What follows belongs to an exercise in optimizing a design on an open flow for small area and a short achievable clock period; a production flow would make more cautious choices.
RTL that was checked went through simulation tests only; none was proved equivalent to the original.
Function not checked in runs 1 to 3: the RTL went through the layout flow alone.

### design.v
`timescale 1ns / 1ps
module mod (
    input logic clk,
    input logic reset,
    input logic [15:0] samp,
    output logic pull,
    output logic pdata
);
    localparam logic [39:0] TH = 40'h00014CCCCC;
    logic [7:0]  cnt;
    logic [15:0] sv;
    logic [39:2] xb;
    logic [39:8] pb;
    logic [1:0] q;
    logic [5:1] cx, cx_n;
    logic [3:1] cp, cp_n;
    logic        q_out;     
    logic        pull_r;    
    wire [5:0] d0_0 = xb[7:2];
    wire o0 = 1'b0;
    wire [5:0] d1_0 = xb[13:8];
    wire [5:0] d1_1 = xb[13:8] + 6'd1;
    wire [5:0] d1_2 = xb[13:8] + 6'd2;
    wire a1_1 = &xb[13:8];
    wire a2_1 = &xb[13:9];
    wire g1 = a1_1 & cx[1];
    wire p1 = (a1_1 & !cx[1]) | (a2_1 & !xb[8] & cx[1]);
    wire o1 = g1 | (p1 & o0);
    wire [5:0] d2_0 = xb[19:14];
    wire [5:0] d2_1 = xb[19:14] + 6'd1;
    wire [5:0] d2_2 = xb[19:14] + 6'd2;
    wire a1_2 = &xb[19:14];
    wire a2_2 = &xb[19:15];
    wire g2 = a1_2 & cx[2];
    wire p2 = (a1_2 & !cx[2]) | (a2_2 & !xb[14] & cx[2]);
    wire o2 = g2 | (p2 & o1);
    wire [5:0] d3_0 = xb[25:20];
    wire [5:0] d3_1 = xb[25:20] + 6'd1;
    wire [5:0] d3_2 = xb[25:20] + 6'd2;
    wire a1_3 = &xb[25:20];
    wire a2_3 = &xb[25:21];
    wire g3 = a1_3 & cx[3];
    wire p3 = (a1_3 & !cx[3]) | (a2_3 & !xb[20] & cx[3]);
    wire o3 = g3 | (p3 & o2);
    wire [5:0] d4_0 = xb[31:26];
    wire [5:0] d4_1 = xb[31:26] + 6'd1;
    wire [5:0] d4_2 = xb[31:26] + 6'd2;
    wire a1_4 = &xb[31:26];
    wire a2_4 = &xb[31:27];
    wire g4 = a1_4 & cx[4];
    wire p4 = (a1_4 & !cx[4]) | (a2_4 & !xb[26] & cx[4]);
    wire o4 = g4 | (p4 & o3);
    wire [7:0] d5_0 = xb[39:32];
    wire [7:0] d5_1 = xb[39:32] + 8'd1;
    wire [7:0] d5_2 = xb[39:32] + 8'd2;
    wire s395_0 = d5_0[7];
    wire s395_1 = d5_1[7];
    wire s395_2 = d5_2[7];
    wire x39 = (o4 ? (cx[5] ? s395_2 : s395_1) : (cx[5] ? s395_1 : s395_0));
    wire z24_0 = ~|d4_0[5:0];
    wire z24_1 = ~|d4_1[5:0];
    wire z24_2 = ~|d4_2[5:0];
    wire z25_0 = ~|d5_0[6:0];
    wire z25_1 = ~|d5_1[6:0];
    wire z25_2 = ~|d5_2[6:0];
    wire z2 = (o3 ? (cx[4] ? z24_2 : z24_1) : (cx[4] ? z24_1 : z24_0)) & (o4 ? (cx[5] ? z25_2 : z25_1) : (cx[5] ? z25_1 : z25_0));
    wire z253_0 = ~|d3_0[5:5];
    wire z253_1 = ~|d3_1[5:5];
    wire z253_2 = ~|d3_2[5:5];
    wire z25 = (o2 ? (cx[3] ? z253_2 : z253_1) : (cx[3] ? z253_1 : z253_0));
    wire z1 = z2 & z25;
    wire thge0_0 = d0_0[5:0] >= 6'd51;
    wire thgt1_0 = d1_0[5:0] > 6'd12;
    wire theq1_0 = d1_0[5:0] == 6'd12;
    wire thgt1_1 = d1_1[5:0] > 6'd12;
    wire theq1_1 = d1_1[5:0] == 6'd12;
    wire thgt1_2 = d1_2[5:0] > 6'd12;
    wire theq1_2 = d1_2[5:0] == 6'd12;
    wire thgt2_0 = d2_0[5:0] > 6'd51;
    wire theq2_0 = d2_0[5:0] == 6'd51;
    wire thgt2_1 = d2_1[5:0] > 6'd51;
    wire theq2_1 = d2_1[5:0] == 6'd51;
    wire thgt2_2 = d2_2[5:0] > 6'd51;
    wire theq2_2 = d2_2[5:0] == 6'd51;
    wire thgt3_0 = d3_0[4:0] > 5'd20;
    wire theq3_0 = d3_0[4:0] == 5'd20;
    wire thgt3_1 = d3_1[4:0] > 5'd20;
    wire theq3_1 = d3_1[4:0] == 5'd20;
    wire thgt3_2 = d3_2[4:0] > 5'd20;
    wire theq3_2 = d3_2[4:0] == 5'd20;
    wire th = ((o2 ? (cx[3] ? thgt3_2 : thgt3_1) : (cx[3] ? thgt3_1 : thgt3_0)) | ((o2 ? (cx[3] ? theq3_2 : theq3_1) : (cx[3] ? theq3_1 : theq3_0)) & ((o1 ? (cx[2] ? thgt2_2 : thgt2_1) : (cx[2] ? thgt2_1 : thgt2_0)) | ((o1 ? (cx[2] ? theq2_2 : theq2_1) : (cx[2] ? theq2_1 : theq2_0)) & ((o0 ? (cx[1] ? thgt1_2 : thgt1_1) : (cx[1] ? thgt1_1 : thgt1_0)) | ((o0 ? (cx[1] ? theq1_2 : theq1_1) : (cx[1] ? theq1_1 : theq1_0)) & thge0_0))))));
    wire ttge0_0 = d0_0[5:0] >= 6'd38;
    wire ttgt1_0 = d1_0[5:0] > 6'd25;
    wire tteq1_0 = d1_0[5:0] == 6'd25;
    wire ttgt1_1 = d1_1[5:0] > 6'd25;
    wire tteq1_1 = d1_1[5:0] == 6'd25;
    wire ttgt1_2 = d1_2[5:0] > 6'd25;
    wire tteq1_2 = d1_2[5:0] == 6'd25;
    wire ttgt2_0 = d2_0[5:0] > 6'd38;
    wire tteq2_0 = d2_0[5:0] == 6'd38;
    wire ttgt2_1 = d2_1[5:0] > 6'd38;
    wire tteq2_1 = d2_1[5:0] == 6'd38;
    wire ttgt2_2 = d2_2[5:0] > 6'd38;
    wire tteq2_2 = d2_2[5:0] == 6'd38;
    wire ttgt3_0 = d3_0[5:0] > 6'd41;
    wire tteq3_0 = d3_0[5:0] == 6'd41;
    wire ttgt3_1 = d3_1[5:0] > 6'd41;
    wire tteq3_1 = d3_1[5:0] == 6'd41;
    wire ttgt3_2 = d3_2[5:0] > 6'd41;
    wire tteq3_2 = d3_2[5:0] == 6'd41;
    wire tt = ((o2 ? (cx[3] ? ttgt3_2 : ttgt3_1) : (cx[3] ? ttgt3_1 : ttgt3_0)) | ((o2 ? (cx[3] ? tteq3_2 : tteq3_1) : (cx[3] ? tteq3_1 : tteq3_0)) & ((o1 ? (cx[2] ? ttgt2_2 : ttgt2_1) : (cx[2] ? ttgt2_1 : ttgt2_0)) | ((o1 ? (cx[2] ? tteq2_2 : tteq2_1) : (cx[2] ? tteq2_1 : tteq2_0)) & ((o0 ? (cx[1] ? ttgt1_2 : ttgt1_1) : (cx[1] ? ttgt1_1 : ttgt1_0)) | ((o0 ? (cx[1] ? tteq1_2 : tteq1_1) : (cx[1] ? tteq1_1 : tteq1_0)) & ttge0_0))))));
    wire c0 = !x39 & (!z1 | th);
    wire c1 = (x39 | !z2 | tt) & (!x39 | (z1 & !th));
    wire s1 = xb[8] ^ pb[8] ^ q[0];
    wire c2 = (xb[8] & pb[8]) | (xb[8] & q[0]) | (pb[8] & q[0]);
    wire s3 = xb[9] ^ pb[9] ^ q[0];
    wire c4 = (xb[9] & pb[9]) | (xb[9] & q[0]) | (pb[9] & q[0]);
    wire s5 = xb[10] ^ pb[10];
    wire c6 = xb[10] & pb[10];
    wire s7 = xb[11] ^ pb[11];
    wire c8 = xb[11] & pb[11];
    wire s9 = xb[12] ^ pb[12] ^ q[0];
    wire c10 = (xb[12] & pb[12]) | (xb[12] & q[0]) | (pb[12] & q[0]);
    wire s11 = xb[13] ^ pb[13] ^ q[0];
    wire c12 = (xb[13] & pb[13]) | (xb[13] & q[0]) | (pb[13] & q[0]);
    wire s13 = xb[14] ^ pb[14] ^ cp[1];
    wire c14 = (xb[14] & pb[14]) | (xb[14] & cp[1]) | (pb[14] & cp[1]);
    wire s15 = xb[15] ^ pb[15];
    wire c16 = xb[15] & pb[15];
    wire s17 = xb[16] ^ pb[16] ^ q[0];
    wire c18 = (xb[16] & pb[16]) | (xb[16] & q[0]) | (pb[16] & q[0]);
    wire s19 = xb[17] ^ pb[17] ^ q[0];
    wire c20 = (xb[17] & pb[17]) | (xb[17] & q[0]) | (pb[17] & q[0]);
    wire s21 = xb[18] ^ pb[18];
    wire c22 = xb[18] & pb[18];
    wire s23 = xb[19] ^ pb[19] ^ cp[2];
    wire c24 = (xb[19] & pb[19]) | (xb[19] & cp[2]) | (pb[19] & cp[2]);
    wire s25 = xb[20] ^ pb[20] ^ q[0];
    wire c26 = (xb[20] & pb[20]) | (xb[20] & q[0]) | (pb[20] & q[0]);
    wire s27 = xb[21] ^ pb[21] ^ q[0];
    wire c28 = (xb[21] & pb[21]) | (xb[21] & q[0]) | (pb[21] & q[0]);
    wire s29 = xb[22] ^ pb[22];
    wire c30 = xb[22] & pb[22];
    wire s31 = xb[23] ^ pb[23] ^ q[0];
    wire c32 = (xb[23] & pb[23]) | (xb[23] & q[0]) | (pb[23] & q[0]);
    wire s33 = xb[24] ^ pb[24] ^ q[0];
    wire c34 = (xb[24] & pb[24]) | (xb[24] & q[0]) | (pb[24] & q[0]);
    wire s35 = xb[25] ^ pb[25] ^ cp[3];
    wire c36 = (xb[25] & pb[25]) | (xb[25] & cp[3]) | (pb[25] & cp[3]);
    wire s37 = xb[26] ^ pb[26] ^ q[0];
    wire c38 = (xb[26] & pb[26]) | (xb[26] & q[0]) | (pb[26] & q[0]);
    wire s39 = xb[27] ^ pb[27] ^ q[0];
    wire c40 = (xb[27] & pb[27]) | (xb[27] & q[0]) | (pb[27] & q[0]);
    wire s41 = xb[28] ^ pb[28] ^ q[0];
    wire c42 = (xb[28] & pb[28]) | (xb[28] & q[0]) | (pb[28] & q[0]);
    wire s43 = xb[29] ^ pb[29] ^ q[0];
    wire c44 = (xb[29] & pb[29]) | (xb[29] & q[0]) | (pb[29] & q[0]);
    wire s45 = xb[30] ^ pb[30] ^ q[0];
    wire c46 = (xb[30] & pb[30]) | (xb[30] & q[0]) | (pb[30] & q[0]);
    wire s47 = xb[31] ^ pb[31] ^ q[0];
    wire c48 = (xb[31] & pb[31]) | (xb[31] & q[0]) | (pb[31] & q[0]);
    wire s49 = xb[32] ^ pb[32] ^ q[0];
    wire c50 = (xb[32] & pb[32]) | (xb[32] & q[0]) | (pb[32] & q[0]);
    wire s51 = xb[33] ^ pb[33] ^ q[0];
    wire c52 = (xb[33] & pb[33]) | (xb[33] & q[0]) | (pb[33] & q[0]);
    wire s53 = xb[34] ^ pb[34] ^ q[0];
    wire c54 = (xb[34] & pb[34]) | (xb[34] & q[0]) | (pb[34] & q[0]);
    wire s55 = xb[35] ^ pb[35] ^ q[0];
    wire c56 = (xb[35] & pb[35]) | (xb[35] & q[0]) | (pb[35] & q[0]);
    wire s57 = xb[36] ^ pb[36] ^ q[0];
    wire c58 = (xb[36] & pb[36]) | (xb[36] & q[0]) | (pb[36] & q[0]);
    wire s59 = xb[37] ^ pb[37] ^ q[0];
    wire c60 = (xb[37] & pb[37]) | (xb[37] & q[0]) | (pb[37] & q[0]);
    wire s61 = xb[38] ^ pb[38] ^ q[0];
    wire c62 = (xb[38] & pb[38]) | (xb[38] & q[0]) | (pb[38] & q[0]);
    wire s63 = xb[39] ^ pb[39] ^ q[0];
    wire c64 = (xb[39] & pb[39]) | (xb[39] & q[0]) | (pb[39] & q[0]);
    wire s65 = xb[2] ^ q[0] ^ 1'b0;
    wire c66 = (xb[2] & q[0]) | (xb[2] & 1'b0) | (q[0] & 1'b0);
    wire s67 = xb[3] ^ c66;
    wire c68 = xb[3] & c66;
    wire s69 = xb[4] ^ q[0] ^ c68;
    wire c70 = (xb[4] & q[0]) | (xb[4] & c68) | (q[0] & c68);
    wire s71 = xb[5] ^ q[0] ^ c70;
    wire c72 = (xb[5] & q[0]) | (xb[5] & c70) | (q[0] & c70);
    wire s73 = xb[6] ^ c72;
    wire c74 = xb[6] & c72;
    wire s75 = xb[7] ^ c74;
    wire c76 = xb[7] & c74;
    assign cx_n[1] = c76;
    wire s77 = s1 ^ cx[1];
    wire c78 = s1 & cx[1];
    wire s79 = s3 ^ c2 ^ c78;
    wire c80 = (s3 & c2) | (s3 & c78) | (c2 & c78);
    wire s81 = s5 ^ c4 ^ c80;
    wire c82 = (s5 & c4) | (s5 & c80) | (c4 & c80);
    wire s83 = s7 ^ c6 ^ c82;
    wire c84 = (s7 & c6) | (s7 & c82) | (c6 & c82);
    wire s85 = s9 ^ c8 ^ c84;
    wire c86 = (s9 & c8) | (s9 & c84) | (c8 & c84);
    wire s87 = s11 ^ c10 ^ c86;
    wire c88 = (s11 & c10) | (s11 & c86) | (c10 & c86);
    assign cx_n[2] = c88;
    wire s89 = s13 ^ c12 ^ cx[2];
    wire c90 = (s13 & c12) | (s13 & cx[2]) | (c12 & cx[2]);
    wire s91 = s15 ^ c14 ^ c90;
    wire c92 = (s15 & c14) | (s15 & c90) | (c14 & c90);
    wire s93 = s17 ^ c16 ^ c92;
    wire c94 = (s17 & c16) | (s17 & c92) | (c16 & c92);
    wire s95 = s19 ^ c18 ^ c94;
    wire c96 = (s19 & c18) | (s19 & c94) | (c18 & c94);
    wire s97 = s21 ^ c20 ^ c96;
    wire c98 = (s21 & c20) | (s21 & c96) | (c20 & c96);
    wire s99 = s23 ^ c22 ^ c98;
    wire c100 = (s23 & c22) | (s23 & c98) | (c22 & c98);
    assign cx_n[3] = c100;
    wire s101 = s25 ^ c24 ^ cx[3];
    wire c102 = (s25 & c24) | (s25 & cx[3]) | (c24 & cx[3]);
    wire s103 = s27 ^ c26 ^ c102;
    wire c104 = (s27 & c26) | (s27 & c102) | (c26 & c102);
    wire s105 = s29 ^ c28 ^ c104;
    wire c106 = (s29 & c28) | (s29 & c104) | (c28 & c104);
    wire s107 = s31 ^ c30 ^ c106;
    wire c108 = (s31 & c30) | (s31 & c106) | (c30 & c106);
    wire s109 = s33 ^ c32 ^ c108;
    wire c110 = (s33 & c32) | (s33 & c108) | (c32 & c108);
    wire s111 = s35 ^ c34 ^ c110;
    wire c112 = (s35 & c34) | (s35 & c110) | (c34 & c110);
    assign cx_n[4] = c112;
    wire s113 = s37 ^ c36 ^ cx[4];
    wire c114 = (s37 & c36) | (s37 & cx[4]) | (c36 & cx[4]);
    wire s115 = s39 ^ c38 ^ c114;
    wire c116 = (s39 & c38) | (s39 & c114) | (c38 & c114);
    wire s117 = s41 ^ c40 ^ c116;
    wire c118 = (s41 & c40) | (s41 & c116) | (c40 & c116);
    wire s119 = s43 ^ c42 ^ c118;
    wire c120 = (s43 & c42) | (s43 & c118) | (c42 & c118);
    wire s121 = s45 ^ c44 ^ c120;
    wire c122 = (s45 & c44) | (s45 & c120) | (c44 & c120);
    wire s123 = s47 ^ c46 ^ c122;
    wire c124 = (s47 & c46) | (s47 & c122) | (c46 & c122);
    assign cx_n[5] = c124;
    wire s125 = s49 ^ c48 ^ cx[5];
    wire c126 = (s49 & c48) | (s49 & cx[5]) | (c48 & cx[5]);
    wire s127 = s51 ^ c50 ^ c126;
    wire c128 = (s51 & c50) | (s51 & c126) | (c50 & c126);
    wire s129 = s53 ^ c52 ^ c128;
    wire c130 = (s53 & c52) | (s53 & c128) | (c52 & c128);
    wire s131 = s55 ^ c54 ^ c130;
    wire c132 = (s55 & c54) | (s55 & c130) | (c54 & c130);
    wire s133 = s57 ^ c56 ^ c132;
    wire c134 = (s57 & c56) | (s57 & c132) | (c56 & c132);
    wire s135 = s59 ^ c58 ^ c134;
    wire c136 = (s59 & c58) | (s59 & c134) | (c58 & c134);
    wire s137 = s61 ^ c60 ^ c136;
    wire c138 = (s61 & c60) | (s61 & c136) | (c60 & c136);
    wire s139 = s63 ^ c62 ^ c138;
    wire c140 = (s63 & c62) | (s63 & c138) | (c62 & c138);
    wire s141 = pb[8] ^ sv[0] ^ 1'b0;
    wire c142 = (pb[8] & sv[0]) | (pb[8] & 1'b0) | (sv[0] & 1'b0);
    wire s143 = pb[9] ^ sv[1] ^ c142;
    wire c144 = (pb[9] & sv[1]) | (pb[9] & c142) | (sv[1] & c142);
    wire s145 = pb[10] ^ sv[2] ^ c144;
    wire c146 = (pb[10] & sv[2]) | (pb[10] & c144) | (sv[2] & c144);
    wire s147 = pb[11] ^ sv[3] ^ c146;
    wire c148 = (pb[11] & sv[3]) | (pb[11] & c146) | (sv[3] & c146);
    wire s149 = pb[12] ^ sv[4] ^ c148;
    wire c150 = (pb[12] & sv[4]) | (pb[12] & c148) | (sv[4] & c148);
    wire s151 = pb[13] ^ sv[5] ^ c150;
    wire c152 = (pb[13] & sv[5]) | (pb[13] & c150) | (sv[5] & c150);
    assign cp_n[1] = c152;
    wire s153 = pb[14] ^ sv[6] ^ cp[1];
    wire c154 = (pb[14] & sv[6]) | (pb[14] & cp[1]) | (sv[6] & cp[1]);
    wire s155 = pb[15] ^ sv[7] ^ c154;
    wire c156 = (pb[15] & sv[7]) | (pb[15] & c154) | (sv[7] & c154);
    wire s157 = pb[16] ^ sv[8] ^ c156;
    wire c158 = (pb[16] & sv[8]) | (pb[16] & c156) | (sv[8] & c156);
    wire s159 = pb[17] ^ sv[9] ^ c158;
    wire c160 = (pb[17] & sv[9]) | (pb[17] & c158) | (sv[9] & c158);
    wire s161 = pb[18] ^ sv[10] ^ c160;
    wire c162 = (pb[18] & sv[10]) | (pb[18] & c160) | (sv[10] & c160);
    assign cp_n[2] = c162;
    wire s163 = pb[19] ^ sv[11] ^ cp[2];
    wire c164 = (pb[19] & sv[11]) | (pb[19] & cp[2]) | (sv[11] & cp[2]);
    wire s165 = pb[20] ^ sv[12] ^ c164;
    wire c166 = (pb[20] & sv[12]) | (pb[20] & c164) | (sv[12] & c164);
    wire s167 = pb[21] ^ sv[13] ^ c166;
    wire c168 = (pb[21] & sv[13]) | (pb[21] & c166) | (sv[13] & c166);
    wire s169 = pb[22] ^ sv[14] ^ c168;
    wire c170 = (pb[22] & sv[14]) | (pb[22] & c168) | (sv[14] & c168);
    wire s171 = pb[23] ^ sv[15] ^ c170;
    wire c172 = (pb[23] & sv[15]) | (pb[23] & c170) | (sv[15] & c170);
    wire s173 = pb[24] ^ q[1] ^ c172;
    wire c174 = (pb[24] & q[1]) | (pb[24] & c172) | (q[1] & c172);
    assign cp_n[3] = c174;
    wire [15:0] ps175 = {1'b0, pb[39], pb[38], pb[37], pb[36], pb[35], pb[34], pb[33], pb[32], pb[31], pb[30], pb[29], pb[28], pb[27], pb[26], pb[25]} + {1'b0, q[1], q[1], q[1], q[1], q[1], q[1], q[1], q[1], q[1], q[1], q[1], q[1], q[1], q[1], q[1]} + 16'(cp[3]);
    wire [39:2] xb_n = {s139, s137, s135, s133, s131, s129, s127, s125, s123, s121, s119, s117, s115, s113, s111, s109, s107, s105, s103, s101, s99, s97, s95, s93, s91, s89, s87, s85, s83, s81, s79, s77, s75, s73, s71, s69, s67, s65};
    wire [39:8] pb_n = {ps175[14], ps175[13], ps175[12], ps175[11], ps175[10], ps175[9], ps175[8], ps175[7], ps175[6], ps175[5], ps175[4], ps175[3], ps175[2], ps175[1], ps175[0], s173, s171, s169, s167, s165, s163, s161, s159, s157, s155, s153, s151, s149, s147, s145, s143, s141};
    always_ff @(posedge clk or posedge reset) begin
        if (reset) begin
            cnt <= 8'hFF;
            pull_r <= 1'b1;
            sv  <= '0;
            xb  <= '0;
            pb  <= '0;
            q   <= '0;
            q_out <= 1'b0;
            cx  <= '0;
            cp  <= '0;
        end else begin
            cnt <= cnt + 8'd1;
            pull_r <= (cnt == 8'hFE);
            if (cnt == 8'hFF) sv <= samp;
            xb  <= xb_n;
            pb  <= pb_n;
            cx  <= cx_n;
            cp  <= cp_n;
            q[0] <= q[0] ? c1 : c0;
            q[1] <= q[1] ? c1 : c0;
            q_out <= q_out ? c1 : c0;
        end
    end
    assign pull  = pull_r;
    assign pdata = q_out;
endmodule
### flow/run.sh
#!/bin/bash
# The standard layout (the standard.sh), but without Yosys's full-adder
# extraction (ADDER_MAP_FILE empty): ABC then maps the adders itself, into
# faster gates than the fixed sky130 fa/ha cells. Registers are unchanged.
set -euo pipefail
bash standard.sh ADDER_MAP_FILE=  finish > standard_flow.log 2>&1
### standard.sh
#!/bin/bash
# synth_recipe.tcl (not shown) runs the flow's synth.tcl, then flattens the netlist and writes it again
# the make line also repeats each setting of config.mk as NAME=value (left out here)
make -C /OpenROAD-flow-scripts/flow DESIGN_CONFIG=/design/flow/config.mk WORK_HOME=/design/flow/orfs CLKGATE_MAP_FILE= SYNTH_SCRIPT=/design/flow/synth_recipe.tcl "${@:-finish}"
### config.mk
export PLATFORM = sky130hd
export DESIGN_NAME = mod
export DESIGN_NICKNAME = mod
export VERILOG_FILES = /design/flow/design.v
export SDC_FILE = /design/flow/constraint.sdc
export NUM_CORES = 4
export LEC_CHECK = 0
export ABC_AREA = 1
export CAP_MARGIN = 20
export CORE_MARGIN = 2
export CORE_UTILIZATION = 40
export CTS_BUF_LIST = sky130_fd_sc_hd__clkbuf_8
export SETUP_SLACK_MARGIN = 3.0
export SLEW_MARGIN = 20
### constraint.sdc
create_clock -name core_clock -period 5.2 [get_ports {clk}]
set_input_delay 1.0400 -clock core_clock [delete_from_list [all_inputs] [get_ports {clk}]]
set_output_delay 1.0400 -clock core_clock [all_outputs]
set_load 0.01 [all_outputs]
==> impl_results.md, run 1 <==
- Status: no timing/DRC/antenna violations
- Yosys cell types: 55
- Row Count: 50
- Post-synth top area share: roughly a third
- Final #Nets: ~1100
- Post-Route M1 WL: around 8 mm
- Synth Area per Inst: between 6 and 7 um^2
- Hold WC Path Type: flop to flop
- Post-Syn Area: ~7500 um^2
- Crit Path Max Fanout: 3
- Antenna diodes: 0
- Seq cells post-synth: around 110
- Crit Path Category: flop to primary output
- Die H: roughly 140 um
- Critical path's largest stage delay: around 0.43 ns
- Hold path depth: 1
- WL met2: about 7.6 mm
- Yosys warnings: 1
- Crit path DAT: 1.11 ns
- Worst-Margin Slew: around 0.9 ns
- H-tree depth: 3
- Total number of vias: 6624
- Post-synth EDFFs: 0
- Initial drt markers: 400
- Clock latency (worst-skew pair): between 0.3 and 0.4 ns
- Max-Cap Viols: 0
- Setup TNS: 0 ns
- Gr usage total: between 10% and 20%
- Synth area leaders: dfrtp_1 (32%), nand2_1 (18%), xor2_1 (6.2%)
- Synth Net Count: roughly 1100
- Clk_skew: ~0.014 ns
- Initial antenna violation count: 0
- Relative slew slack: between 40% and 50%
- Total CTS buffers: 9
- Vias in the first global route: about 5800
- Final core occ: between 40% and 50%
- WP buf/inv: 1
- Drt drc: 0
- Largest net degree at the start of global routing: 54
- Cts hold-fix bufs: 0
- Metal3 WL: ~340 um
- Share of cells above drive strength 1: 15.8%
- Final worst path period share: ~41%
- Core area: around 19000 um^2
- Fmax: 466 MHz
- Routed wire length: approximately 16 mm
- Req. time, crit path: 4.16 ns
- Num Clock Sinks: 106
- CTS clk-pin slew, worst paths: between 0.1 and 0.15 ns
- Setup violators final: 0
- Routed length per placed instance: 11.7 um
- CP Launch Type: flop
- Die width: around 140 um
- RSZ-0062 raised after global routing: true
- CTS max path bufs: 2
- Worst setup EP type: primary output
- I/O Buffers: 19
- Crit-path cells: dlygate4sd2_1
- Area leader, netlist: dfrtp_1
- R2r worst-path depth: 9
- RD Place Congestion: 0.830
- HPWL after DPL: about 11 mm
- Crit. path cell count: 1
- Vias per cell: roughly 4.9
- First-pass GRT wire length: between 20 and 30 mm
- Area grow syn2layout: 13.7%
- Primary FF master, synth: dfrtp_1
- Fin crit period: 2.15 ns
- Post-route ant nets: 0
- Ys async rst share: 100%
- Fillers: roughly 1900
- Hold Fails Final Rpt: 0
- Worst path top cell family by delay: flip-flops
- Initial core utilization: 40.4%
- Share of the yosys chip area belonging to registers: between 30% and 40%
- 1st-pass router iterations: 5
- GRT overflow: 0
- Die area: between 15000 and 20000 um^2
- Final Max Tran Viols: 0
- Crit-path slowest cell: dfrtp_1
- Syn Inst Count: about 1100
- CTS tree: built
- Top Layer Used: met4
- I/O pin count: 20
- CTS root buf: clkbuf_8
==> metrics by stage <==
step	hold slack, ns	cells	instance area (um^2)	setup WS (ns)
final	0.498	1365	8510	3.05
after global routing	0.526	1365	8510	2.94
after CTS	0.501	1337	8140	3.00
after detailed placement	0.472	1316	7870	2.49
after global placement	0.473	1316	7870	2.54
after floorplan	0.454	1078	7490	2.89
==> cell usage after synthesis, types with 6 or more instances <==
cell     instances
a21oi_1         40
a21oi_2          6
buf_6            6
dfrtp_1         97
dfstp_2          9
inv_1          110
nand2_1        353
nand2_2         18
nand3_1         43
nand4_1         10
nor2_1         121
nor3_1          14
o21ai_0         48
o21ai_1          9
o21ai_2          6
or2_2           21
xnor2_1         36
xor2_1          53
==> kinds of logic after synthesis <==
family                 after synthesis  share of synthesized area [%]
XOR/XNOR                            91                           10.8
AND/OR/NAND/NOR                    611                           35.2
buffers and inverters              136                           7.76
AO/OA/AOI/OAI                      134                           10.6
flip-flops                         106                           35.6
==> routing by layer <==
metal | vias to the layer above | global-route usage (%)
li1 | 3504 | -
met1 | 3041 | 21.8
met2 | 69 | 26.8
met3 | 10 | 2.82
met4 | 0 | 3.95
met5 | - | 0
==> worst paths after layout <==
kind	slack, ns	startpoint	endpoint
max	3.05	q_out	pdata
min	0.50	xb[2]	xb[2]
max reg2reg	3.08	q[1]	pb[36]
min reg2reg	0.50	xb[2]	xb[2]
max in group asynchronous	3.21	reset	q[0]
min in group asynchronous	1.16	reset	xb[8]
==> registers in the layout (all words and copies together), names as in the netlist <==
signal / count
cnt: 8
cp: 3
cx: 5
pb: 32
pull_r: 1
q: 2
q_out: 1
sv: 16
xb: 38
==> layout make-up <==
type                            count  area, um^2  area share, %
Multi-Input combinational cell    836        4340           51.0
Inverter                          117         472           5.54
Timing Repair Buffer               53         472           5.54
Tap cell                          234         293           3.44
Timing Repair inverter              3        27.5          0.323
Clock buffer                        9         124           1.46
Clock inverter                      7        96.3           1.13
Sequential cell                   106        2690           31.6
==> placed cells by master, fill, tap and decap left out, types with 4 or more instances in the layout <==
cell             netlist  routed
or2_1                  5       5
xor2_1                53      52
or2_2                 21      21
nand2_1              353     347
nor2_1               121     120
nand3_1               43      39
buf_4                  3      30
nor3_1                14      14
o21ai_2                6       9
xnor2_1               36      36
clkbuf_8               0       9
nand3_2                3       7
a21oi_1               40      39
a21oi_2                6       7
nor2_4                 2       5
inv_2                  5       5
dfstp_2                9       9
o21ai_1                9       6
inv_1                110     109
dfrtp_2                0      16
dfrtp_1               97      80
nand2_2               18      22
o21ai_0               48      48
clkdlybuf4s50_1        0      17
nand4_1               10      10
o22ai_1                4       4
==> what timing repair did <==
action,in CTS,in global routing
buffers inserted,4,26
pin swaps,1,15
gates cloned,1,2
gates resized for setup,10,50
endpoints found under the setup margin,71,55
==> run 2, diff against run 1 <==
--- a/design.v
+++ b/design.v
@@ -256,46 +256,15 @@
     wire c138 = (s61 & c60) | (s61 & c136) | (c60 & c136);
     wire s139 = s63 ^ c62 ^ c138;
     wire c140 = (s63 & c62) | (s63 & c138) | (c62 & c138);
-    wire s141 = pb[8] ^ sv[0] ^ 1'b0;
-    wire c142 = (pb[8] & sv[0]) | (pb[8] & 1'b0) | (sv[0] & 1'b0);
-    wire s143 = pb[9] ^ sv[1] ^ c142;
-    wire c144 = (pb[9] & sv[1]) | (pb[9] & c142) | (sv[1] & c142);
-    wire s145 = pb[10] ^ sv[2] ^ c144;
-    wire c146 = (pb[10] & sv[2]) | (pb[10] & c144) | (sv[2] & c144);
-    wire s147 = pb[11] ^ sv[3] ^ c146;
-    wire c148 = (pb[11] & sv[3]) | (pb[11] & c146) | (sv[3] & c146);
-    wire s149 = pb[12] ^ sv[4] ^ c148;
-    wire c150 = (pb[12] & sv[4]) | (pb[12] & c148) | (sv[4] & c148);
-    wire s151 = pb[13] ^ sv[5] ^ c150;
-    wire c152 = (pb[13] & sv[5]) | (pb[13] & c150) | (sv[5] & c150);
-    assign cp_n[1] = c152;
-    wire s153 = pb[14] ^ sv[6] ^ cp[1];
-    wire c154 = (pb[14] & sv[6]) | (pb[14] & cp[1]) | (sv[6] & cp[1]);
-    wire s155 = pb[15] ^ sv[7] ^ c154;
-    wire c156 = (pb[15] & sv[7]) | (pb[15] & c154) | (sv[7] & c154);
-    wire s157 = pb[16] ^ sv[8] ^ c156;
-    wire c158 = (pb[16] & sv[8]) | (pb[16] & c156) | (sv[8] & c156);
-    wire s159 = pb[17] ^ sv[9] ^ c158;
-    wire c160 = (pb[17] & sv[9]) | (pb[17] & c158) | (sv[9] & c158);
-    wire s161 = pb[18] ^ sv[10] ^ c160;
-    wire c162 = (pb[18] & sv[10]) | (pb[18] & c160) | (sv[10] & c160);
-    assign cp_n[2] = c162;
-    wire s163 = pb[19] ^ sv[11] ^ cp[2];
-    wire c164 = (pb[19] & sv[11]) | (pb[19] & cp[2]) | (sv[11] & cp[2]);
-    wire s165 = pb[20] ^ sv[12] ^ c164;
-    wire c166 = (pb[20] & sv[12]) | (pb[20] & c164) | (sv[12] & c164);
-    wire s167 = pb[21] ^ sv[13] ^ c166;
-    wire c168 = (pb[21] & sv[13]) | (pb[21] & c166) | (sv[13] & c166);
-    wire s169 = pb[22] ^ sv[14] ^ c168;
-    wire c170 = (pb[22] & sv[14]) | (pb[22] & c168) | (sv[14] & c168);
-    wire s171 = pb[23] ^ sv[15] ^ c170;
-    wire c172 = (pb[23] & sv[15]) | (pb[23] & c170) | (sv[15] & c170);
-    wire s173 = pb[24] ^ q[1] ^ c172;
-    wire c174 = (pb[24] & q[1]) | (pb[24] & c172) | (q[1] & c172);
-    assign cp_n[3] = c174;
-    wire [15:0] ps175 = {1'b0, pb[39], pb[38], pb[37], pb[36], pb[35], pb[34], pb[33], pb[32], pb[31], pb[30], pb[29], pb[28], pb[27], pb[26], pb[25]} + {1'b0, q[1], q[1], q[1], q[1], q[1], q[1], q[1], q[1], q[1], q[1], q[1], q[1], q[1], q[1], q[1]} + 16'(cp[3]);
+    wire [6:0] ps141 = {1'b0, pb[13], pb[12], pb[11], pb[10], pb[9], pb[8]} + {1'b0, sv[5], sv[4], sv[3], sv[2], sv[1], sv[0]} + 7'(1'b0);
+    assign cp_n[1] = ps141[6];
+    wire [5:0] ps142 = {1'b0, pb[18], pb[17], pb[16], pb[15], pb[14]} + {1'b0, sv[10], sv[9], sv[8], sv[7], sv[6]} + 6'(cp[1]);
+    assign cp_n[2] = ps142[5];
+    wire [6:0] ps143 = {1'b0, pb[24], pb[23], pb[22], pb[21], pb[20], pb[19]} + {1'b0, q[1], sv[15], sv[14], sv[13], sv[12], sv[11]} + 7'(cp[2]);
+    assign cp_n[3] = ps143[6];
+    wire [15:0] ps144 = {1'b0, pb[39], pb[38], pb[37], pb[36], pb[35], pb[34], pb[33], pb[32], pb[31], pb[30], pb[29], pb[28], pb[27], pb[26], pb[25]} + {1'b0, q[1], q[1], q[1], q[1], q[1], q[1], q[1], q[1], q[1], q[1], q[1], q[1], q[1], q[1], q[1]} + 16'(cp[3]);
     wire [39:2] xb_n = {s139, s137, s135, s133, s131, s129, s127, s125, s123, s121, s119, s117, s115, s113, s111, s109, s107, s105, s103, s101, s99, s97, s95, s93, s91, s89, s87, s85, s83, s81, s79, s77, s75, s73, s71, s69, s67, s65};
-    wire [39:8] pb_n = {ps175[14], ps175[13], ps175[12], ps175[11], ps175[10], ps175[9], ps175[8], ps175[7], ps175[6], ps175[5], ps175[4], ps175[3], ps175[2], ps175[1], ps175[0], s173, s171, s169, s167, s165, s163, s161, s159, s157, s155, s153, s151, s149, s147, s145, s143, s141};
+    wire [39:8] pb_n = {ps144[14], ps144[13], ps144[12], ps144[11], ps144[10], ps144[9], ps144[8], ps144[7], ps144[6], ps144[5], ps144[4], ps144[3], ps144[2], ps144[1], ps144[0], ps143[5], ps143[4], ps143[3], ps143[2], ps143[1], ps143[0], ps142[4], ps142[3], ps142[2], ps142[1], ps142[0], ps141[5], ps141[4], ps141[3], ps141[2], ps141[1], ps141[0]};
     always_ff @(posedge clk or posedge reset) begin
         if (reset) begin
             cnt <= 8'hFF;
--- a/config.mk
+++ b/config.mk
@@ -9,6 +9,5 @@
 export CAP_MARGIN = 20
 export CORE_MARGIN = 2
 export CORE_UTILIZATION = 40
-export CTS_BUF_LIST = sky130_fd_sc_hd__clkbuf_8
 export SETUP_SLACK_MARGIN = 3.0
 export SLEW_MARGIN = 20
==> run 2 against run 1 <==
Synthesized cell count down 6.4%. Sequential share of layout area down 0.64 points. Setup slack worse by 0.013 ns. Highest routed layer unchanged.
==> impl_results.md, run 2 <==
- Status: no timing/DRC/antenna violations
- RSZ-0062 raised after global routing: true
- I/O Buffers: 19 (unchanged)
- Initial core utilization: 41.0% (+0.59 points)
- CTS clk-pin slew, worst paths: 0.09 ns (-0.02 ns)
- Fin crit period: 2.16 ns (+0.0128 ns)
- Worst hold start: sv[0]
- Clock latency (worst-skew pair): 0.37 ns (-0.02 ns)
- Req. time, crit path: 4.16 ns (about the same)
- Final #Nets: 1083 (-5.3%)
- Top Registers: xb: 38 flops, pb: 32 flops, sv: 16 flops
- Yosys warnings: 1 (unchanged)
- Post-synth EDFFs: 0 (unchanged)
- Core area: 18000 um^2 (-2.7%)
- Primary FF master, synth: dfrtp_1
- Max reg flops: 38 (unchanged)
- Crit-path cells: clkdlybuf4s15_1
- Share of cells above drive strength 1: 19.5% (+3.7 points)
- Reg-to-reg endpoint: q[1]
- GRT overflow: 0 (unchanged)
- Hold path depth: 1 (unchanged)
- Placed cells: 1239 (-5.9%)
- CTS max path bufs: 2 (unchanged)
- Hold Fails Final Rpt: 0 (unchanged)
- H-tree depth: 3 (unchanged)
- R2r startpoint: xb[11]
- Num Clock Sinks: 106 (unchanged)
- Gr usage total: 15.6% (-0.44 points)
- I/O pin count: 20 (unchanged)
- Most common cell in the netlist: nand2_1
- Seq cells post-synth: 106 (unchanged)
- Max-Cap Viols: 0 (unchanged)
- Reg2reg setup slack: 3.13 ns (+0.05 ns)
- Final Max Tran Viols: 0 (unchanged)
- Crit Path Max Fanout: 1 (-2)
- Antenna diodes: 0 (unchanged)
- Setup violators final: 0 (unchanged)
- Worst setup EP type: primary output
- Relative slew slack: 48.7% (+7.5 points)
- RD Place Congestion: 0.852 (+2.7%)
- Crit-path slowest cell: dfstp_2
- Synth Area per Inst: 7.33 um^2 (+5.5%)
- 1st-pass router iterations: 5 (unchanged)
- Ys async rst share: 100% (unchanged)
- CTS tree: built
- Fmax: 463 MHz (-0.59%)
- CTS root buf: clkbuf_16
- Routed wire length: 15.6 mm (-1.9%)
- Clk_skew: 0.0182 ns (+0.00444 ns)
- Worst-Margin Slew: 0.766 ns (-0.112 ns)
- Final core occ: 48.1% (+2.2 points)
- Die H: 140 um (-0.60%)
- Top post-synthesis cells by count: nand2_1 (272), nor2_1 (120), dfrtp_1 (97)
- Pre-CTS WS: 2.45 ns (-0.0470 ns)
- Crit Path Category: flop to primary output
- Area grow syn2layout: 17.3%
- Commonest non-fill, non-tap cell in the layout: nand2_1
- Setup TNS: 0 ns (unchanged)
- Post-synth top area share: 32.8% (+0.41 points)
- Largest net degree at the start of global routing: 53 (-1.9%)
- Slack of the critical path: 3.04 ns (-0.0128 ns)
- Share of the yosys chip area belonging to registers: 36.0% (+0.45 points)
- Die width: 140 um (-0.60%)
- CP Launch Type: flop
- Critical path's largest stage delay: 0.52 ns (+0.09 ns)
- Synth Net Count: 1027 (-6.3%)
- Row Count: 49 (-2.0%)
- Vias in the first global route: 5561 (-4.9%)
- Syn Inst Count: 1009 (-6.4%)
- R2r worst-path depth: 13 (+4)
- Largest reg by FF count: xb
- Post-route ant nets: 0 (unchanged)
- Routed length per placed instance: 12.0 um (+3.1%)
- Hold Path Sink: pb[8]
- Drt drc: 0 (unchanged)
- Vias per cell: 4.85 (about the same)
- WP buf/inv: 1 (unchanged)
- Worst path top cell family by delay: flip-flops
- Hold WC Path Type: flop to flop
- First-pass GRT wire length: 25.3 mm (-3.8%)
- Initial antenna violation count: 0 (unchanged)
- Crit path DAT: 1.12 ns (about the same)
- Area leader, netlist: dfrtp_1
- HPWL after DPL: 10.8 mm (-3.8%)
- Post-Syn Area: 7390 um^2 (-1.2%)
- Initial drt markers: 284 (-29%)
- Die area: 19600 um^2 (-1.2%)
- Final worst path period share: 41.5% (+0.25 points)
- Total CTS buffers: 9 (unchanged)
- Commonest non-fill, non-tap cells in the layout: nand2_1 (257), nor2_1 (116), inv_1 (92)
- Yosys cell types: 56 (+1.8%)
- Total number of vias: 6300 (-4.9%)
- Non-filler cells in the finished layout: 1299 (-4.8%)
- Synth area leaders: dfrtp_1 (33%), nand2_1 (14%), xor2_1 (8.2%)
[run 2: how the worst max path moves through the flow]
stage	slack, ns	cells past startpoint	from	to
4_1_cts	2.96	12	cx[3]	q[1]
3_5_place_dp	2.45	13	q[0]	xb[25]
3_3_place_gp	2.49	13	q[0]	xb[25]
5_1_grt	2.93	15	q[1]	pb[37]
6_report	3.04	1	pull_r	pull
2_1_floorplan	2.89	1	reset	cp[1]
[run 2: metal layers]
metal	global-route usage, %	part of all wire [%]	vias to the layer above
met5	0	0	-
met4	4.58	1.3	0
met3	2.56	2.5	13
met2	25.8	47	65
met1	21.3	49	2881
li1	-	-	3341
[run 2: worst register-to-register path: stages, from the launching register on]
cell and delay [ns]:
dfrtp_1 0.42, nand2_2 0.11, nor2_4 0.12, nand4_4 0.16, buf_4 0.19, inv_1 0.10
o221ai_1 0.12, nand2_1 0.07, nand2_1 0.10, a21oi_2 0.21, nand4_4 0.13, nand2_2 0.12
nand3_1 0.07, nand2_1 0.07
[run 2: repair_timing]
action / 4_1_cts / 5_1_grt
gates resized for setup: 10 / 70
setup endpoints to repair: 74 / 20
buffers inserted: 7 / 35
cloned: 0 / 2
endpoints found under the hold margin: 0 / 0
pin swaps: 0 / 21
hold buffers: 0 / 0
[run 2: cell families after synthesis]
logic type      share of synthesized area, %
compound gates                          9.95
mux                                     2.44
fa+ha+maj                              0.677
flops                                   36.0
xor+xnor                                13.0
simple gates                            30.8
buf+inv                                 7.16
[run 2: final cells by class]
| cell class | count | area, um^2 |
|---|---|---|
| timing repair inverter | 2 | 16.3 |
| multi-input combinational | 780 | 4400 |
| tap | 229 | 287 |
| fill | 1792 | 9350 |
| clock inverter | 7 | 98.8 |
| sequential | 106 | 2680 |
| clock buffer | 9 | 225 |
| timing repair buffer | 64 | 546 |
| inverter | 102 | 417 |
[run 2: stage by stage]
step           hold WS [ns]  area, um^2
6_report              0.484        8680
5_1_grt               0.505        8680
4_1_cts               0.487        8140
3_5_place_dp          0.465        7750
3_3_place_gp          0.470        7750
2_1_floorplan         0.454        7400
==> run 3, diff against run 2 <==
==> flow/run.sh (replaced) <==
#!/bin/bash
# The standard layout (the standard.sh), but without Yosys's full-adder
# extraction (ADDER_MAP_FILE empty): ABC then maps the adders itself, into
# faster gates than the fixed sky130 fa/ha cells. Registers are unchanged.
# The port buffers are the smallest buffer cell (buffer_ports -buffer_cell).
set -euo pipefail
bash standard.sh ADDER_MAP_FILE= 'BUFFER_PORTS_ARGS=-buffer_cell sky130_fd_sc_hd__buf_1'  finish > standard_flow.log 2>&1
--- a/config.mk
+++ b/config.mk
@@ -9,5 +9,6 @@
 export CAP_MARGIN = 20
 export CORE_MARGIN = 2
 export CORE_UTILIZATION = 40
+export CTS_BUF_LIST = sky130_fd_sc_hd__clkbuf_8
 export SETUP_SLACK_MARGIN = 3.0
 export SLEW_MARGIN = 20
==> run 3 against run 2 <==
First-iteration DRC count rose by 5.3%. Register-to-register slack barely moved. Critical endpoint unchanged. Clock-buffer cell count did not move. Critical path depth did not move.
==> impl_results.md, run 3 <==
- I/O pin count: 20 (unchanged)
- Max reg flops: 38 (unchanged)
- Setup violators final: 0 (unchanged)
- WP buf/inv: 1 (unchanged)
- Seq cells post-synth: 106 (unchanged)
- Post-synth EDFFs: 0 (unchanged)
- Synth Area in Compound Gates: 9.95% (unchanged)
- Final core occ: 46.4% (-1.7 points)
- Area grow syn2layout: 13.2%
- Die area: 19600 um^2 (unchanged)
- Ys async rst share: 100% (unchanged)
- Post-synthesis xor/xnor area fraction: 13.0% (unchanged)
- Met3 usage: 3.59% (+1.0 points)
- Syn Inst Count: 1009 (unchanged)
- Status: no timing/DRC/antenna violations
- Pre-CTS WS: 2.40 ns (-0.0500 ns)
- CP Launch Type: flop
- Initial drt markers: 299 (+5.3%)
- 1st-pass router iterations: 5 (unchanged)
- Post-Syn Area: 7390 um^2 (unchanged)
- Vias per cell: 4.84 (-0.11%)
- Fillers: 1817 (+1.4%)
- RSZ-0062 raised after global routing: true
- Final Max Tran Viols: 0 (unchanged)
- Vias in the first global route: 5498 (-1.1%)
- Most common cell in the netlist: nand2_1
- Die H: 140 um (unchanged)
- Worst-Margin Slew: 0.711 ns (-0.0551 ns)
- M2 GR Usage: 24.4% (-1.4 points)
- Fmax: 472 MHz (+1.8%)
- Largest family of logic cells by synthesized area: simple AND/OR/NAND/NOR gates
- Commonest non-fill, non-tap cells in the layout: nand2_1 (266), nor2_1 (117), inv_1 (91)
- Crit path DAT: 1.08 ns (-0.04 ns)
- Yosys cell types: 56 (unchanged)
- Synth Net Count: 1027 (unchanged)
- Antenna diodes: 0 (unchanged)
- Synth area leaders: dfrtp_1 (33%), nand2_1 (14%), xor2_1 (8.2%)
- Critical path's largest stage delay: 0.53 ns (about the same)
- Crit-path slowest cell: dfstp_2
- Final worst path period share: 40.8% (-0.73 points)
- Clock latency (worst-skew pair): 0.40 ns (+0.03 ns)
- CTS root buf: clkbuf_8
- I/O Buffers: 19 (unchanged)
- Most used routing layer: met2
- HPWL after DPL: 10.8 mm (+0.31%)
- Worst path top cell family by delay: flip-flops
- Post-synth top area share: 32.8% (unchanged)
- Met1 GRT Util: 21.2% (-0.030 points)
- Mux contribution to synthesized area: 2.44% (unchanged)
- RD Place Congestion: 0.854 (+0.19%)
- Hold Fails Final Rpt: 0 (unchanged)
- Crit-path cells: buf_1
- Final #Nets: 1078 (-0.46%)
- Routed length per placed instance: 12.0 um (about the same)
- CTS tree: built
- Gr usage total: 15.4% (-0.26 points)
- Max-Cap Viols: 0 (unchanged)
- Share of cells above drive strength 1: 17.8% (-1.7 points)
- Setup TNS: 0 ns (unchanged)
- Row Count: 49 (unchanged)
- Crit Path Max Fanout: 1 (unchanged)
- Initial core utilization: 41.0% (unchanged)
- Worst setup EP type: primary output
- Top Registers: xb: 38 flops, pb: 32 flops, sv: 16 flops
- Slack of the critical path: 3.08 ns (+0.0380 ns)
- Initial antenna violation count: 0 (unchanged)
- Core area: 18000 um^2 (unchanged)
- Routed wire length: 15.5 mm (-0.43%)
- H-tree depth: 3 (unchanged)
- Total CTS buffers: 9 (unchanged)
- Crit Path Category: flop to primary output
- GRT overflow: 0 (unchanged)
- Commonest non-fill, non-tap cell in the layout: nand2_1
- Num Clock Sinks: 106 (unchanged)
- Total number of vias: 6269 (-0.49%)
- Hold WC Path Type: flop to flop
- Simple-gate area share of the yosys netlist: 30.8% (unchanged)
- Largest net degree at the start of global routing: 53 (unchanged)
- Clk_skew: 0.0172 ns (-0.00108 ns)
- Synth Area in Adders: 0.677% (unchanged)
- Cts hold-fix bufs: 0 (unchanged)
- Fin crit period: 2.12 ns (-0.0380 ns)
- Yosys warnings: 1 (unchanged)
- First-pass GRT wire length: 24.8 mm (-1.9%)
- Share of the yosys chip area belonging to registers: 36.0% (unchanged)
- Largest reg by FF count: xb
- Synth Area per Inst: 7.33 um^2 (unchanged)
- Drt drc: 0 (unchanged)
- CTS max path bufs: 2 (unchanged)
- Relative slew slack: 52.5% (+3.8 points)
- Die width: 140 um (unchanged)
- Primary FF master, synth: dfrtp_1
- Top post-synthesis cells by count: nand2_1 (272), nor2_1 (120), dfrtp_1 (97)
- Min Hold Slack: 0.486 ns (+0.00241 ns)
- CTS clk-pin slew, worst paths: 0.12 ns (+0.03 ns)
- Area leader, netlist: dfrtp_1
- Post-route ant nets: 0 (unchanged)
- Req. time, crit path: 4.16 ns (about the same)
[run 3: kinds of logic (layout without fill, tap and decap cells)]
kind of cell	Yosys count	in the layout
and+or+nand+nor	527	527
AOI/OAI and AO/OA	125	125
buffers and inverters	123	179
xor gates and xnor gates	107	107
DFF	106	106
muxes	16	16
adders and majority gates	5	5
[run 3: through the flow]
step | instances | cell area, um^2
finish | 1294 | 8370
global route | 1294 | 8370
CTS | 1262 | 7920
detailed placement | 1239 | 7630
global placement | 1239 | 7630
floorplan | 1009 | 7400
[run 3: metal layers]
metal  up-vias  wire [um]
met5         -          0
li1       3329          -
met3        17        449
met1      2843       7720
met4         0        191
met2        80       7170
[run 3: final timing paths]
kind | start | to | slack, ns | cells past startpoint
max | pull_r | pull | 3.08 | 1
min | sv[0] | pb[8] | 0.49 | 1
max reg2reg | q[0] | xb[25] | 3.14 | 14
min reg2reg | sv[0] | pb[8] | 0.49 | 1
max in group asynchronous | reset | xb[23] | 3.61 | 3
min in group asynchronous | reset | xb[36] | 0.69 | 2
[run 3: repair_timing]
| action | 4_1_cts | 5_1_grt |
|---|---|---|
| resized for setup | 13 | 50 |
| endpoints found under the setup margin | 33 | 17 |
| gates cloned | 0 | 3 |
| setup buffers | 7 | 28 |
| pin swaps | 2 | 11 |
[run 3: cell type report]
class	count	area [um^2]	area share, %
multi-input cells	780	4320	51.6
flip-flops and latches	106	2680	32.1
repair buffers	59	434	5.19
inverters	102	423	5.05
well taps	229	287	3.42
clock buffers	9	124	1.48
clock inverters	7	76.3	0.912
repair inverters	2	27.5	0.329
==> run 4, diff against run 3 <==
--- a/design.v
+++ b/design.v
@@ -19,95 +19,85 @@
     wire [5:0] d0_0 = xb[7:2];
     wire o0 = 1'b0;
     wire [5:0] d1_0 = xb[13:8];
-    wire [5:0] d1_1 = xb[13:8] + 6'd1;
-    wire [5:0] d1_2 = xb[13:8] + 6'd2;
     wire a1_1 = &xb[13:8];
     wire a2_1 = &xb[13:9];
     wire g1 = a1_1 & cx[1];
     wire p1 = (a1_1 & !cx[1]) | (a2_1 & !xb[8] & cx[1]);
     wire o1 = g1 | (p1 & o0);
     wire [5:0] d2_0 = xb[19:14];
-    wire [5:0] d2_1 = xb[19:14] + 6'd1;
-    wire [5:0] d2_2 = xb[19:14] + 6'd2;
     wire a1_2 = &xb[19:14];
     wire a2_2 = &xb[19:15];
     wire g2 = a1_2 & cx[2];
     wire p2 = (a1_2 & !cx[2]) | (a2_2 & !xb[14] & cx[2]);
     wire o2 = g2 | (p2 & o1);
     wire [5:0] d3_0 = xb[25:20];
-    wire [5:0] d3_1 = xb[25:20] + 6'd1;
-    wire [5:0] d3_2 = xb[25:20] + 6'd2;
     wire a1_3 = &xb[25:20];
     wire a2_3 = &xb[25:21];
     wire g3 = a1_3 & cx[3];
     wire p3 = (a1_3 & !cx[3]) | (a2_3 & !xb[20] & cx[3]);
     wire o3 = g3 | (p3 & o2);
     wire [5:0] d4_0 = xb[31:26];
-    wire [5:0] d4_1 = xb[31:26] + 6'd1;
-    wire [5:0] d4_2 = xb[31:26] + 6'd2;
     wire a1_4 = &xb[31:26];
     wire a2_4 = &xb[31:27];
     wire g4 = a1_4 & cx[4];
     wire p4 = (a1_4 & !cx[4]) | (a2_4 & !xb[26] & cx[4]);
     wire o4 = g4 | (p4 & o3);
     wire [7:0] d5_0 = xb[39:32];
-    wire [7:0] d5_1 = xb[39:32] + 8'd1;
-    wire [7:0] d5_2 = xb[39:32] + 8'd2;
-    wire s395_0 = d5_0[7];
-    wire s395_1 = d5_1[7];
-    wire s395_2 = d5_2[7];
+    wire s395_0 = (xb[39:32] >= 8'd128);
+    wire s395_1 = ((xb[39:32] >= 8'd127) && (xb[39:32] <= 8'd254));
+    wire s395_2 = ((xb[39:32] >= 8'd126) && (xb[39:32] <= 8'd253));
     wire x39 = (o4 ? (cx[5] ? s395_2 : s395_1) : (cx[5] ? s395_1 : s395_0));
-    wire z24_0 = ~|d4_0[5:0];
-    wire z24_1 = ~|d4_1[5:0];
-    wire z24_2 = ~|d4_2[5:0];
-    wire z25_0 = ~|d5_0[6:0];
-    wire z25_1 = ~|d5_1[6:0];
-    wire z25_2 = ~|d5_2[6:0];
+    wire z24_0 = (xb[31:26] == 6'd0);
+    wire z24_1 = (xb[31:26] == 6'd63);
+    wire z24_2 = (xb[31:26] == 6'd62);
+    wire z25_0 = (xb[39:32] == 8'd0) || (xb[39:32] == 8'd128);
+    wire z25_1 = (xb[39:32] == 8'd127) || (xb[39:32] == 8'd255);
+    wire z25_2 = (xb[39:32] == 8'd126) || (xb[39:32] == 8'd254);
     wire z2 = (o3 ? (cx[4] ? z24_2 : z24_1) : (cx[4] ? z24_1 : z24_0)) & (o4 ? (cx[5] ? z25_2 : z25_1) : (cx[5] ? z25_1 : z25_0));
-    wire z253_0 = ~|d3_0[5:5];
-    wire z253_1 = ~|d3_1[5:5];
-    wire z253_2 = ~|d3_2[5:5];
+    wire z253_0 = (xb[25:20] <= 6'd31);
+    wire z253_1 = (xb[25:20] <= 6'd30) || (xb[25:20] == 6'd63);
+    wire z253_2 = (xb[25:20] <= 6'd29) || (xb[25:20] >= 6'd62);
     wire z25 = (o2 ? (cx[3] ? z253_2 : z253_1) : (cx[3] ? z253_1 : z253_0));
     wire z1 = z2 & z25;
     wire thge0_0 = d0_0[5:0] >= 6'd51;
-    wire thgt1_0 = d1_0[5:0] > 6'd12;
-    wire theq1_0 = d1_0[5:0] == 6'd12;
-    wire thgt1_1 = d1_1[5:0] > 6'd12;
-    wire theq1_1 = d1_1[5:0] == 6'd12;
-    wire thgt1_2 = d1_2[5:0] > 6'd12;
-    wire theq1_2 = d1_2[5:0] == 6'd12;
-    wire thgt2_0 = d2_0[5:0] > 6'd51;
-    wire theq2_0 = d2_0[5:0] == 6'd51;
-    wire thgt2_1 = d2_1[5:0] > 6'd51;
-    wire theq2_1 = d2_1[5:0] == 6'd51;
-    wire thgt2_2 = d2_2[5:0] > 6'd51;
-    wire theq2_2 = d2_2[5:0] == 6'd51;
-    wire thgt3_0 = d3_0[4:0] > 5'd20;
-    wire theq3_0 = d3_0[4:0] == 5'd20;
-    wire thgt3_1 = d3_1[4:0] > 5'd20;
-    wire theq3_1 = d3_1[4:0] == 5'd20;
-    wire thgt3_2 = d3_2[4:0] > 5'd20;
-    wire theq3_2 = d3_2[4:0] == 5'd20;
+    wire thgt1_0 = (xb[13:8] >= 6'd13);
+    wire theq1_0 = (xb[13:8] == 6'd12);
+    wire thgt1_1 = ((xb[13:8] >= 6'd12) && (xb[13:8] <= 6'd62));
+    wire theq1_1 = (xb[13:8] == 6'd11);
+    wire thgt1_2 = ((xb[13:8] >= 6'd11) && (xb[13:8] <= 6'd61));
+    wire theq1_2 = (xb[13:8] == 6'd10);
+    wire thgt2_0 = (xb[19:14] >= 6'd52);
+    wire theq2_0 = (xb[19:14] == 6'd51);
+    wire thgt2_1 = ((xb[19:14] >= 6'd51) && (xb[19:14] <= 6'd62));
+    wire theq2_1 = (xb[19:14] == 6'd50);
+    wire thgt2_2 = ((xb[19:14] >= 6'd50) && (xb[19:14] <= 6'd61));
+    wire theq2_2 = (xb[19:14] == 6'd49);
+    wire thgt3_0 = ((xb[25:20] >= 6'd21) && (xb[25:20] <= 6'd31)) || (xb[25:20] >= 6'd53);
+    wire theq3_0 = (xb[25:20] == 6'd20) || (xb[25:20] == 6'd52);
+    wire thgt3_1 = ((xb[25:20] >= 6'd20) && (xb[25:20] <= 6'd30)) || ((xb[25:20] >= 6'd52) && (xb[25:20] <= 6'd62));
+    wire theq3_1 = (xb[25:20] == 6'd19) || (xb[25:20] == 6'd51);
+    wire thgt3_2 = ((xb[25:20] >= 6'd19) && (xb[25:20] <= 6'd29)) || ((xb[25:20] >= 6'd51) && (xb[25:20] <= 6'd61));
+    wire theq3_2 = (xb[25:20] == 6'd18) || (xb[25:20] == 6'd50);
     wire th = ((o2 ? (cx[3] ? thgt3_2 : thgt3_1) : (cx[3] ? thgt3_1 : thgt3_0)) | ((o2 ? (cx[3] ? theq3_2 : theq3_1) : (cx[3] ? theq3_1 : theq3_0)) & ((o1 ? (cx[2] ? thgt2_2 : thgt2_1) : (cx[2] ? thgt2_1 : thgt2_0)) | ((o1 ? (cx[2] ? theq2_2 : theq2_1) : (cx[2] ? theq2_1 : theq2_0)) & ((o0 ? (cx[1] ? thgt1_2 : thgt1_1) : (cx[1] ? thgt1_1 : thgt1_0)) | ((o0 ? (cx[1] ? theq1_2 : theq1_1) : (cx[1] ? theq1_1 : theq1_0)) & thge0_0))))));
     wire ttge0_0 = d0_0[5:0] >= 6'd38;
-    wire ttgt1_0 = d1_0[5:0] > 6'd25;
-    wire tteq1_0 = d1_0[5:0] == 6'd25;
-    wire ttgt1_1 = d1_1[5:0] > 6'd25;
-    wire tteq1_1 = d1_1[5:0] == 6'd25;
-    wire ttgt1_2 = d1_2[5:0] > 6'd25;
-    wire tteq1_2 = d1_2[5:0] == 6'd25;
-    wire ttgt2_0 = d2_0[5:0] > 6'd38;
-    wire tteq2_0 = d2_0[5:0] == 6'd38;
-    wire ttgt2_1 = d2_1[5:0] > 6'd38;
-    wire tteq2_1 = d2_1[5:0] == 6'd38;
-    wire ttgt2_2 = d2_2[5:0] > 6'd38;
-    wire tteq2_2 = d2_2[5:0] == 6'd38;
-    wire ttgt3_0 = d3_0[5:0] > 6'd41;
-    wire tteq3_0 = d3_0[5:0] == 6'd41;
-    wire ttgt3_1 = d3_1[5:0] > 6'd41;
-    wire tteq3_1 = d3_1[5:0] == 6'd41;
-    wire ttgt3_2 = d3_2[5:0] > 6'd41;
-    wire tteq3_2 = d3_2[5:0] == 6'd41;
+    wire ttgt1_0 = (xb[13:8] >= 6'd26);
+    wire tteq1_0 = (xb[13:8] == 6'd25);
+    wire ttgt1_1 = ((xb[13:8] >= 6'd25) && (xb[13:8] <= 6'd62));
+    wire tteq1_1 = (xb[13:8] == 6'd24);
+    wire ttgt1_2 = ((xb[13:8] >= 6'd24) && (xb[13:8] <= 6'd61));
+    wire tteq1_2 = (xb[13:8] == 6'd23);
+    wire ttgt2_0 = (xb[19:14] >= 6'd39);
+    wire tteq2_0 = (xb[19:14] == 6'd38);
+    wire ttgt2_1 = ((xb[19:14] >= 6'd38) && (xb[19:14] <= 6'd62));
+    wire tteq2_1 = (xb[19:14] == 6'd37);
+    wire ttgt2_2 = ((xb[19:14] >= 6'd37) && (xb[19:14] <= 6'd61));
+    wire tteq2_2 = (xb[19:14] == 6'd36);
+    wire ttgt3_0 = (xb[25:20] >= 6'd42);
+    wire tteq3_0 = (xb[25:20] == 6'd41);
+    wire ttgt3_1 = ((xb[25:20] >= 6'd41) && (xb[25:20] <= 6'd62));
+    wire tteq3_1 = (xb[25:20] == 6'd40);
+    wire ttgt3_2 = ((xb[25:20] >= 6'd40) && (xb[25:20] <= 6'd61));
+    wire tteq3_2 = (xb[25:20] == 6'd39);
     wire tt = ((o2 ? (cx[3] ? ttgt3_2 : ttgt3_1) : (cx[3] ? ttgt3_1 : ttgt3_0)) | ((o2 ? (cx[3] ? tteq3_2 : tteq3_1) : (cx[3] ? tteq3_1 : tteq3_0)) & ((o1 ? (cx[2] ? ttgt2_2 : ttgt2_1) : (cx[2] ? ttgt2_1 : ttgt2_0)) | ((o1 ? (cx[2] ? tteq2_2 : tteq2_1) : (cx[2] ? tteq2_1 : tteq2_0)) & ((o0 ? (cx[1] ? ttgt1_2 : ttgt1_1) : (cx[1] ? ttgt1_1 : ttgt1_0)) | ((o0 ? (cx[1] ? tteq1_2 : tteq1_1) : (cx[1] ? tteq1_1 : tteq1_0)) & ttge0_0))))));
     wire c0 = !x39 & (!z1 | th);
     wire c1 = (x39 | !z2 | tt) & (!x39 | (z1 & !th));
==> flow/run.sh (replaced) <==
#!/bin/bash
# The standard layout (the standard.sh), but without Yosys's full-adder
# extraction (ADDER_MAP_FILE empty): ABC then maps the adders itself, into
# faster gates than the fixed sky130 fa/ha cells. Registers are unchanged.
set -euo pipefail
bash standard.sh ADDER_MAP_FILE=  finish > standard_flow.log 2>&1
==> run 4 against run 3 <==
Largest cell class unchanged. Flip-flop and latch count stayed put. Hold slack improved by 0.0070 ns. Sequential share of layout area grew 0.89 points. Clock skew fell by 0.0074 ns. Non-clock buffer count decreased by 3. Global-route usage grew 0.70 points. Wire length is 7.1% lower. First-iteration DRC count is 5.0% higher.
==> impl_results.md, run 4 <==
- Top post-synthesis cells by count: nand2_1 (319), nor2_1 (120), dfrtp_1 (97)
- Hold WC Path Type: flop to flop
- Area leader, netlist: dfrtp_1
- R2r startpoint: q[0]
- Ys async rst share: 100% (unchanged)
- Vias in the first global route: 5606 (+2.0%)
- Largest reg by FF count: xb
- Top Registers: xb: 38 flops, pb: 32 flops, sv: 16 flops
- Share of the yosys chip area belonging to registers: 37.7% (+1.7 points)
- Share of cells above drive strength 1: 15.7% (-2.2 points)
- Placed cells: 1213 (-2.1%)
- Clock latency (worst-skew pair): 0.39 ns (about the same)
- Worst setup EP type: primary output
- Row Count: 48 (-2.0%)
- Critical path's largest stage delay: 0.44 ns (-0.09 ns)
- 1st-pass router iterations: 7 (+2)
- Relative slew slack: 48.7% (-3.8 points)
- Met1 GRT Util: 20.8% (-0.44 points)
- Setup TNS: 0 ns (unchanged)
- Synth Net Count: 1001 (-2.5%)
- Hold Fails Final Rpt: 0 (unchanged)
- First-pass GRT wire length: 24.5 mm (-1.4%)
- Hold Path Sink: cnt[0]
- Commonest non-fill, non-tap cells in the layout: nand2_1 (304), nor2_1 (117), dfrtp_1 (82)
- Commonest non-fill, non-tap cell in the layout: nand2_1
- Num Clock Sinks: 106 (unchanged)
- Die area: 18700 um^2 (-4.4%)
- CP Launch Type: flop
- CTS max path bufs: 2 (unchanged)
- Met3 usage: 3.67% (+0.077 points)
- Fin crit period: 2.12 ns (+0.00435 ns)
- Min Hold Slack: 0.494 ns (+0.00705 ns)
- Final #Nets: 1053 (-2.3%)
- Worst-Margin Slew: 0.769 ns (+0.0581 ns)
- Die width: 137 um (-2.2%)
- Drt drc: 0 (unchanged)
- Antenna diodes: 0 (unchanged)
- Status: no timing/DRC/antenna violations
- GRT overflow: 0 (unchanged)
- Largest net degree at the start of global routing: 58 (+9.4%)
- Vias per cell: 4.77 (-1.6%)
- M2 GR Usage: 27.1% (+2.7 points)
- R2r worst-path depth: 15 (+1)
- Area grow syn2layout: 15.4%
- Post-synth EDFFs: 0 (unchanged)
- Reg-to-reg endpoint: xb[19]
- Crit path DAT: 1.08 ns (about the same)
- Hold path depth: 1 (unchanged)
- Clk_skew: 0.00976 ns (-0.00740 ns)
- Worst path top cell family by delay: flip-flops
- Yosys warnings: 1 (unchanged)
- CTS clk-pin slew, worst paths: 0.11 ns (about the same)
- HPWL after DPL: 9.90 mm (-8.6%)
- Routed length per placed instance: 11.4 um (-5.0%)
- Crit Path Category: flop to primary output
- Crit-path slowest cell: dfrtp_1
- Most used routing layer: met2
- Crit-path cells: clkdlybuf4s15_1
- WP buf/inv: 1 (unchanged)
- Primary FF master, synth: dfrtp_1
- I/O pin count: 20 (unchanged)
- Syn Inst Count: 983 (-2.6%)
- Max reg flops: 38 (unchanged)
- Fmax: 471 MHz (-0.20%)
- Synth Area per Inst: 7.18 um^2 (-2.0%)
- CTS root buf: clkbuf_8
- H-tree depth: 3 (unchanged)
- Initial drt markers: 314 (+5.0%)
- Final worst path period share: 40.9% (+0.084 points)
-- run 4: changes by cell type after synthesis, sizes merged, moves of 8 or more --
cell   change
inv        -8
mux2      -16
nand2     +33
nand3     -19
o21ai      -8
-- run 4: per-stage QoR --
| step | utilization [%] | setup WS (ns) | instance area (um^2) |
|---|---|---|---|
| after global placement | 43.0 | 2.28 | 7440 |
| after CTS | 44.5 | 3.00 | 7690 |
| after detailed placement | 43.0 | 2.18 | 7440 |
| after global routing | 47.1 | 2.97 | 8150 |
| after floorplan | - | 2.89 | 7060 |
| final | 47.1 | 3.08 | 8150 |
-- run 4: final cells by class --
class	count	area (um^2)
inverter	91	374
sequential	106	2690
fill	1727	9150
tap	225	282
timing repair inverter	3	33.8
clock inverter	7	78.8
timing repair buffer	56	478
multi-input combinational	768	4090
clock buffer	9	124
-- run 4: worst max path at each step --
stage / startpoint / to / depth (start not counted)
after floorplan: reset / cp[1] / 1
after global placement: q[0] / xb[39] / 18
after detailed placement: q[0] / xb[39] / 18
after CTS: q[0] / xb[39] / 18
after global routing: q[0] / xb[39] / 19
final: q_out / pdata / 1
-- run 4: logic make-up (layout without fill, tap and decap cells) --
group	count (synthesis)	count (layout)	share of synthesized area, %
fa+ha+maj	5	5	0.709
xor+xnor	104	104	12.9
flops	106	106	37.7
simple gates	534	534	31.5
buf+inv	109	166	6.73
compound gates	125	125	10.4
-- run 4: per-layer routing --
metal | share of wire [%] | vias to the layer above
met5 | 0 | -
met1 | 48 | 2700
li1 | - | 3236
met4 | 1.3 | 0
met2 | 47 | 79
met3 | 3.1 | 17
-- run 4: repair_timing --
action | in CTS | in global routing
gates resized for setup | 16 | 62
gates cloned | 0 | 3
buffers inserted | 3 | 30
pin swaps | 0 | 13
setup endpoints to repair | 44 | 19
hold buffers | 0 | 0

==> what the ideal ports hide <==
Ports are ideal in the flow. The routed layouts listed here were re-timed in OpenROAD.
Step 1 assumes that a clkbuf_16 drives the clock port and a buf_2 every other input.
Step 2 times the ports against the registers' clock, not the clock port: input delays grow and output delays shrink by t, the midpoint of the rising clock arrivals with the driver on.
Slacks: no drivers / after step 1 / after step 2; pairs: no drivers / after step 1.
run | t, ns | slack for setup (ns) | latest minus earliest clock arrival (ns)
run 1 | 0.421 | 3.054 / 3.013 / 2.814 | 0.014 / 0.014
run 2 | 0.406 | 3.042 / 2.995 / 2.910 | 0.019 / 0.018
run 3 | 0.435 | 3.080 / 3.039 / 3.144 | 0.018 / 0.017
run 4 | 0.421 | 3.075 / 3.038 / 2.967 | 0.011 / 0.011
After both steps setup and hold are still met in every run listed. For run 1, which loses most, drivers alone change the setup slack by -0.041 ns; drivers and shift together by -0.240 ns. Setup slack includes reset recovery checks.
